Context: an optimization exercise on an open-source flow, tuned for small area and a short achievable clock period. The choices shown serve that exercise and are no tape-out recipe.
Where RTL was checked, it was by simulation tests only, not by an equivalence proof against the original.
Power and IR drop assume default switching activity.

## Vcpu32Alu
module Vcpu32Alu (
   input    wire          clk,
   input    wire[0:31]    a,
   input    wire[0:31]    b,
   input    wire[0:7]     ac,
   output   wire[0:31]    r,
   output   wire          c,
   output   wire          n,
   output   wire          z,
   output   wire          err
   );
For scale: about 74 flip-flops, ~0.0049 mm^2 of cells after synthesis.
clock: 5.5 ns
lec_check: 0
cap_margin: 20
core_margin: 2
core_utilization: 60
cts_buf_list: sky130_fd_sc_hd__clkbuf_4 sky130_fd_sc_hd__clkbuf_8
setup_slack_margin: 3.0
slew_margin: 20
standard.sh (not shown) runs the stock make flow with config.mk's settings and CLKGATE_MAP_FILE= SYNTH_SCRIPT=/design/flow/synth_recipe.tcl, a recipe that flattens the netlist after the stock synthesis.
==> flow/flow/run.sh <==
#!/bin/bash
# Layout flow: the standard layout (standard.sh: the standard synthesis script and ORFS steps), with
# two changes:
#  - each input and output port is buffered with a plain sky130_fd_sc_hd__buf_1 (PORT_BUF) rather than
#    the delay buffer that buffer_ports picks by default;
#  - the 4-input multiplexer cells (slow select inputs) are added to the platform's don't-use list
#    (EXTRA_DONT_USE), so synthesis builds the A pre-shift from 2-input multiplexers.
# The whole make output goes to standard_flow.log in the work folder; ORFS's per-step logs are
# under orfs/logs/.
set -euo pipefail
cd "$(dirname "${BASH_SOURCE[0]}")/.."
PORT_BUF=sky130_fd_sc_hd__buf_1
EXTRA_DONT_USE="sky130_fd_sc_hd__mux4_1 sky130_fd_sc_hd__mux4_2 sky130_fd_sc_hd__mux4_4"
export BUFFER_PORTS_ARGS="-buffer_cell ${PORT_BUF}"
# the platform's own don't-use list, as ORFS's make computes it
PLATFORM_DONT_USE=$(make -s -C "$FLOW_HOME" DESIGN_CONFIG="$PWD/config.mk" WORK_HOME="$PWD/orfs" \
  print-DONT_USE_CELLS 2> dont_use_probe.log | sed -n 's/^DONT_USE_CELLS: *//p')
echo "platform don't-use: $PLATFORM_DONT_USE" > dont_use.log
[[ -n "$PLATFORM_DONT_USE" ]]
bash standard.sh "DONT_USE_CELLS=${PLATFORM_DONT_USE} ${EXTRA_DONT_USE}" finish > standard_flow.log 2>&1
Rerun with:
==> flow/flow/run.sh (replaced) <==
#!/bin/bash
# Layout flow: the standard layout (standard.sh, the standard synthesis and ORFS steps unchanged),
# except that each input and output port is buffered with a plain sky130_fd_sc_hd__buf_N cell
# (PORT_BUF below) rather than the delay buffer that buffer_ports picks by default.
# The whole make output goes to standard_flow.log in the work folder; ORFS's per-step logs are
# under orfs/logs/.
set -euo pipefail
cd "$(dirname "${BASH_SOURCE[0]}")/.."
PORT_BUF=sky130_fd_sc_hd__buf_1
export BUFFER_PORTS_ARGS="-buffer_cell ${PORT_BUF}"
bash standard.sh finish > standard_flow.log 2>&1
--- a/flow/config.mk
+++ b/flow/config.mk
@@ -10,2 +10 @@
-export CORE_UTILIZATION = 60
-export CTS_BUF_LIST = sky130_fd_sc_hd__clkbuf_4 sky130_fd_sc_hd__clkbuf_8
+export CORE_UTILIZATION = 40
Effect: The new run went through all stages and came out clean. Clock-buffer cell count rose by 1. Fmax fell by 4.1%. Global-route usage fell by 7.4 points. Wire length rose by about 6%. Clock skew rose by 0.0031 ns. Non-clock buffer count rose by 9. Die area rose by about 50%.
No functional check of the RTL was part of any run of this note.

---

run 1:
Another version of the RTL of Vcpu32Alu (not shown whole).
Size in the first run: about 510 cells after synthesis, roughly 82 flip-flops, ~0.0049 sq mm of cells after synthesis.
export LEC_CHECK = 0
export CAP_MARGIN = 20
export CORE_MARGIN = 2
export CORE_UTILIZATION = 75
export CTS_BUF_LIST = sky130_fd_sc_hd__clkbuf_4 sky130_fd_sc_hd__clkbuf_8
export SETUP_SLACK_MARGIN = 3.0
export SLEW_MARGIN = 20
create_clock -name core_clock -period 5.5 [get_ports {clk}]
==> flow/flow/run.sh <==
#!/bin/bash
# Layout flow: the standard layout (standard.sh: the standard synthesis script and ORFS steps), with
# two changes:
#  - each input and output port is buffered with a plain sky130_fd_sc_hd__buf_1 (PORT_BUF) rather than
#    the delay buffer that buffer_ports picks by default;
#  - the 4-input multiplexer cells (slow select inputs) are added to the platform's don't-use list
#    (EXTRA_DONT_USE), so synthesis builds the A pre-shift from 2-input multiplexers.
# The whole make output goes to standard_flow.log in the work folder; ORFS's per-step logs are
# under orfs/logs/.
set -euo pipefail
cd "$(dirname "${BASH_SOURCE[0]}")/.."
PORT_BUF=sky130_fd_sc_hd__buf_1
EXTRA_DONT_USE="sky130_fd_sc_hd__mux4_1 sky130_fd_sc_hd__mux4_2 sky130_fd_sc_hd__mux4_4"
export BUFFER_PORTS_ARGS="-buffer_cell ${PORT_BUF}"
# the platform's own don't-use list, as ORFS's make computes it
PLATFORM_DONT_USE=$(make -s -C "$FLOW_HOME" DESIGN_CONFIG="$PWD/config.mk" WORK_HOME="$PWD/orfs" \
  print-DONT_USE_CELLS 2> dont_use_probe.log | sed -n 's/^DONT_USE_CELLS: *//p')
echo "platform don't-use: $PLATFORM_DONT_USE" > dont_use.log
[[ -n "$PLATFORM_DONT_USE" ]]
bash standard.sh "DONT_USE_CELLS=${PLATFORM_DONT_USE} ${EXTRA_DONT_USE}" finish > standard_flow.log 2>&1
Run 1 was carried through to the last stage, and its layout satisfied the timing, design-rule and antenna checks.
Inputs modified between run 1 and run 2:
- a change of CORE_UTILIZATION from 75 to 40
- a change of SETUP_SLACK_MARGIN from 3.0 to 3.1
==> flow/flow/run.sh <==
#!/bin/bash
# Layout flow: the standard layout (standard.sh, the standard synthesis and ORFS steps unchanged),
# except that each input and output port is buffered with a plain sky130_fd_sc_hd__buf_N cell
# (PORT_BUF below) rather than the delay buffer that buffer_ports picks by default.
# The whole make output goes to standard_flow.log in the work folder; ORFS's per-step logs are
# under orfs/logs/.
set -euo pipefail
cd "$(dirname "${BASH_SOURCE[0]}")/.."
PORT_BUF=sky130_fd_sc_hd__buf_1
export BUFFER_PORTS_ARGS="-buffer_cell ${PORT_BUF}"
bash standard.sh finish > standard_flow.log 2>&1
--- outcome ---
Of run 2 and run 1, the lower clock group share of total power belongs to run 2.
Run 2 reached the end of the flow, and the finished layout is clean on the timing, design-rule and antenna checks.
Run 1 → run 2: gate count after technology mapping fell by 3.0%; standard-cell row count rose by 11.
| share of final layout cell area taken by non-clock buffers | run 1 vs run 2 | ≈ equal |
Share of the cycle needed by the critical path after routing (run 2 over run 1): decrease, 3.6 points
Via count of the first global-routing pass (run 2 / run 1): 0.893
In the reports for run 2 and run 1, the larger placement-stage cell area belongs to run 2.
Modified inputs, run 3 compared to run 2
- CORE_ASPECT_RATIO: unset -> 0.6
- SETUP_SLACK_MARGIN: 3.1 -> 3.0
- CORE_UTILIZATION: 40 -> 60
==> flow/flow/run.sh <==
#!/bin/bash
# Layout flow: the standard layout (standard.sh: the standard synthesis script and ORFS steps), with
# two changes:
#  - each input and output port is buffered with a plain sky130_fd_sc_hd__buf_1 (PORT_BUF) rather than
#    the delay buffer that buffer_ports picks by default;
#  - the 4-input multiplexer cells (slow select inputs) are added to the platform's don't-use list
#    (EXTRA_DONT_USE), so synthesis builds the A pre-shift from 2-input multiplexers.
# The whole make output goes to standard_flow.log in the work folder; ORFS's per-step logs are
# under orfs/logs/.
set -euo pipefail
cd "$(dirname "${BASH_SOURCE[0]}")/.."
PORT_BUF=sky130_fd_sc_hd__buf_1
EXTRA_DONT_USE="sky130_fd_sc_hd__mux4_1 sky130_fd_sc_hd__mux4_2 sky130_fd_sc_hd__mux4_4"
export BUFFER_PORTS_ARGS="-buffer_cell ${PORT_BUF}"
# the platform's own don't-use list, as ORFS's make computes it
PLATFORM_DONT_USE=$(make -s -C "$FLOW_HOME" DESIGN_CONFIG="$PWD/config.mk" WORK_HOME="$PWD/orfs" \
  print-DONT_USE_CELLS 2> dont_use_probe.log | sed -n 's/^DONT_USE_CELLS: *//p')
echo "platform don't-use: $PLATFORM_DONT_USE" > dont_use.log
[[ -n "$PLATFORM_DONT_USE" ]]
bash standard.sh "DONT_USE_CELLS=${PLATFORM_DONT_USE} ${EXTRA_DONT_USE}" finish > standard_flow.log 2>&1
--- outcome ---
Delta (run 3 minus run 2): detailed route wirelength on metal3 -4.6%, number of clock buffer instances in the layout fell by 2, global routing usage summed across all routing layers +8.2 points, total power consumption of the routed design increased by 2.9% relative to the old numbers, total clock network power has increased.
The flow did not stop early for run 3: all stages ran, and the layout cleared the timing, design-rule and antenna checks.
What run 4 does differently from run 3 at the input level:
- clearing CORE_ASPECT_RATIO, which used to be 0.6
- putting PLACE_DENSITY at 0.75 where nothing was set
## What came out
Setup WNS run 3 -> run 4: better
Run 4 vs. run 3: total chip power has decreased, detailed-route via count rose by about 0.5%, final area lower, layout cell share with drive strength beyond 1 fell by 0.82 points.
Cell with the largest stage delay on the worst path = sky130_fd_sc_hd__dfxtp_2: run 3; cell with the largest stage delay on the worst path = sky130_fd_sc_hd__dfxtp_1: run 4
Changes in run 5 relative to run 4:
- changing SETUP_SLACK_MARGIN from 3.0 to 3.2
- removing PLACE_DENSITY (formerly 0.75)
- removing CTS_BUF_LIST (formerly sky130_fd_sc_hd__clkbuf_4 sky130_fd_sc_hd__clkbuf_8)
- changing CORE_UTILIZATION from 60 to 40
==> flow/flow/run.sh <==
#!/bin/bash
# Layout flow: the standard layout (standard.sh, the standard synthesis and ORFS steps unchanged),
# except that each input and output port is buffered with a plain sky130_fd_sc_hd__buf_N cell
# (PORT_BUF below) rather than the delay buffer that buffer_ports picks by default.
# The whole make output goes to standard_flow.log in the work folder; ORFS's per-step logs are
# under orfs/logs/.
set -euo pipefail
cd "$(dirname "${BASH_SOURCE[0]}")/.."
PORT_BUF=sky130_fd_sc_hd__buf_1
export BUFFER_PORTS_ARGS="-buffer_cell ${PORT_BUF}"
bash standard.sh finish > standard_flow.log 2>&1
## What came out
In the metrics for run 5 and run 4, the one carrying the lower via count of the first global-routing pass is run 5.
Changes observed in run 5 relative to run 4: achievable clock frequency moved up, final routed wirelength across all metal layers moved up.

---

Another version of the RTL of Vcpu32Alu (not shown whole).
Size in the first run: about 510 cells after synthesis, roughly 82 flip-flops, ~110 I/O pins.
==> flow/config.mk <==
export PLATFORM = sky130hd
export DESIGN_NAME = Vcpu32Alu
export DESIGN_NICKNAME = Vcpu32Alu
export VERILOG_FILES = /design/flow/design.v
export SDC_FILE = /design/flow/constraint.sdc
export NUM_CORES = 4
export LEC_CHECK = 0
export CAP_MARGIN = 20
export CORE_MARGIN = 2
export CORE_UTILIZATION = 40
export CTS_BUF_LIST = sky130_fd_sc_hd__clkbuf_4 sky130_fd_sc_hd__clkbuf_8
export SETUP_SLACK_MARGIN = 3.0
export SLEW_MARGIN = 20
export SYNTH_HIERARCHICAL = 1
==> flow/constraint.sdc <==
create_clock -name core_clock -period 5.5 [get_ports {clk}]
set_input_delay 1.1000 -clock core_clock [delete_from_list [all_inputs] [get_ports {clk}]]
set_output_delay 1.1000 -clock core_clock [all_outputs]
set_load 0.01 [all_outputs]
==> flow/flow/run.sh <==
#!/bin/bash
# Layout flow: the standard layout (standard.sh: the standard synthesis script and ORFS steps), with
# two changes:
#  - each input and output port is buffered with a plain sky130_fd_sc_hd__buf_1 (PORT_BUF) rather than
#    the delay buffer that buffer_ports picks by default;
#  - the 4-input multiplexer cells (slow select inputs) are added to the platform's don't-use list
#    (EXTRA_DONT_USE), so synthesis builds the A pre-shift from 2-input multiplexers.
# The whole make output goes to standard_flow.log in the work folder; ORFS's per-step logs are
# under orfs/logs/.
set -euo pipefail
cd "$(dirname "${BASH_SOURCE[0]}")/.."
PORT_BUF=sky130_fd_sc_hd__buf_1
EXTRA_DONT_USE="sky130_fd_sc_hd__mux4_1 sky130_fd_sc_hd__mux4_2 sky130_fd_sc_hd__mux4_4"
export BUFFER_PORTS_ARGS="-buffer_cell ${PORT_BUF}"
# the platform's own don't-use list, as ORFS's make computes it
PLATFORM_DONT_USE=$(make -s -C "$FLOW_HOME" DESIGN_CONFIG="$PWD/config.mk" WORK_HOME="$PWD/orfs" \
  print-DONT_USE_CELLS 2> dont_use_probe.log | sed -n 's/^DONT_USE_CELLS: *//p')
echo "platform don't-use: $PLATFORM_DONT_USE" > dont_use.log
[[ -n "$PLATFORM_DONT_USE" ]]
bash standard.sh "DONT_USE_CELLS=${PLATFORM_DONT_USE} ${EXTRA_DONT_USE}" finish > standard_flow.log 2>&1
The baseline finished with timing, DRC and antenna clean.
Edit:
==> flow/flow/run.sh (replaced) <==
#!/bin/bash
# Layout flow: the standard layout (standard.sh, the standard synthesis and ORFS steps unchanged),
# except that each input and output port is buffered with a plain sky130_fd_sc_hd__buf_N cell
# (PORT_BUF below) rather than the delay buffer that buffer_ports picks by default.
# The whole make output goes to standard_flow.log in the work folder; ORFS's per-step logs are
# under orfs/logs/.
set -euo pipefail
cd "$(dirname "${BASH_SOURCE[0]}")/.."
PORT_BUF=sky130_fd_sc_hd__buf_1
export BUFFER_PORTS_ARGS="-buffer_cell ${PORT_BUF}"
bash standard.sh finish > standard_flow.log 2>&1
Effect: Power came out lower by a few percent; final area came out lower by a few percent; non-clock buffer count came out lower by 2.
No functional check of the RTL was part of any run of this note.

-- static timing again, ports no longer ideal --
The results above use ideal ports. As a check the final layouts listed here were re-extracted and re-timed, cells and wires unchanged.
Step 1 sets driving cells, clkbuf_16 on the clock port and buf_2 on the other inputs (assumed; they add their load-dependent delay and slew).
Step 2 moves the port delays by t, midway between the first and last clock arrival at a register: inputs arrive t later, outputs are due t later. That takes back most of the time a late clock gives input paths.
a / b / c = ideal / step 1 / step 2; a / b = the first two.
run	shift t [ns]	slack for setup (ns)	hold WS [ns]	clock arrival spread, ns	worst register clock-pin slew, ns
the first run of note 1	0.351	2.898 / 2.735 / 2.384	0.412 / 0.412 / 0.412	0.007 / 0.006	0.07 / 0.07
the second run of note 1	0.354	2.788 / 2.715 / 2.361	0.414 / 0.414 / 0.414	0.009 / 0.009	0.06 / 0.06
run 1	0.378	2.877 / 2.848 / 2.734	0.465 / 0.465 / 0.465	0.015 / 0.015	0.09 / 0.09
run 2	0.365	3.076 / 3.048 / 2.786	0.419 / 0.419 / 0.419	0.014 / 0.013	0.08 / 0.08
run 3	0.366	3.015 / 2.986 / 2.709	0.432 / 0.432 / 0.432	0.007 / 0.007	0.08 / 0.08
run 4	0.369	3.049 / 3.020 / 2.720	0.487 / 0.487 / 0.487	0.014 / 0.013	0.08 / 0.08
run 5	0.351	3.079 / 3.047 / 2.845	0.432 / 0.432 / 0.432	0.012 / 0.012	0.06 / 0.06
the first run of note 3	0.403	2.758 / 2.724 / 2.594	0.420 / 0.420 / 0.420	0.007 / 0.007	0.08 / 0.08
the second run of note 3	0.390	2.817 / 2.813 / 2.424	0.464 / 0.464 / 0.464	0.014 / 0.015	0.08 / 0.08
After both steps every run listed still meets setup and hold. For the first run of note 1, which loses most, drivers alone change the setup slack by -0.163 ns; drivers and shift together by -0.514 ns.
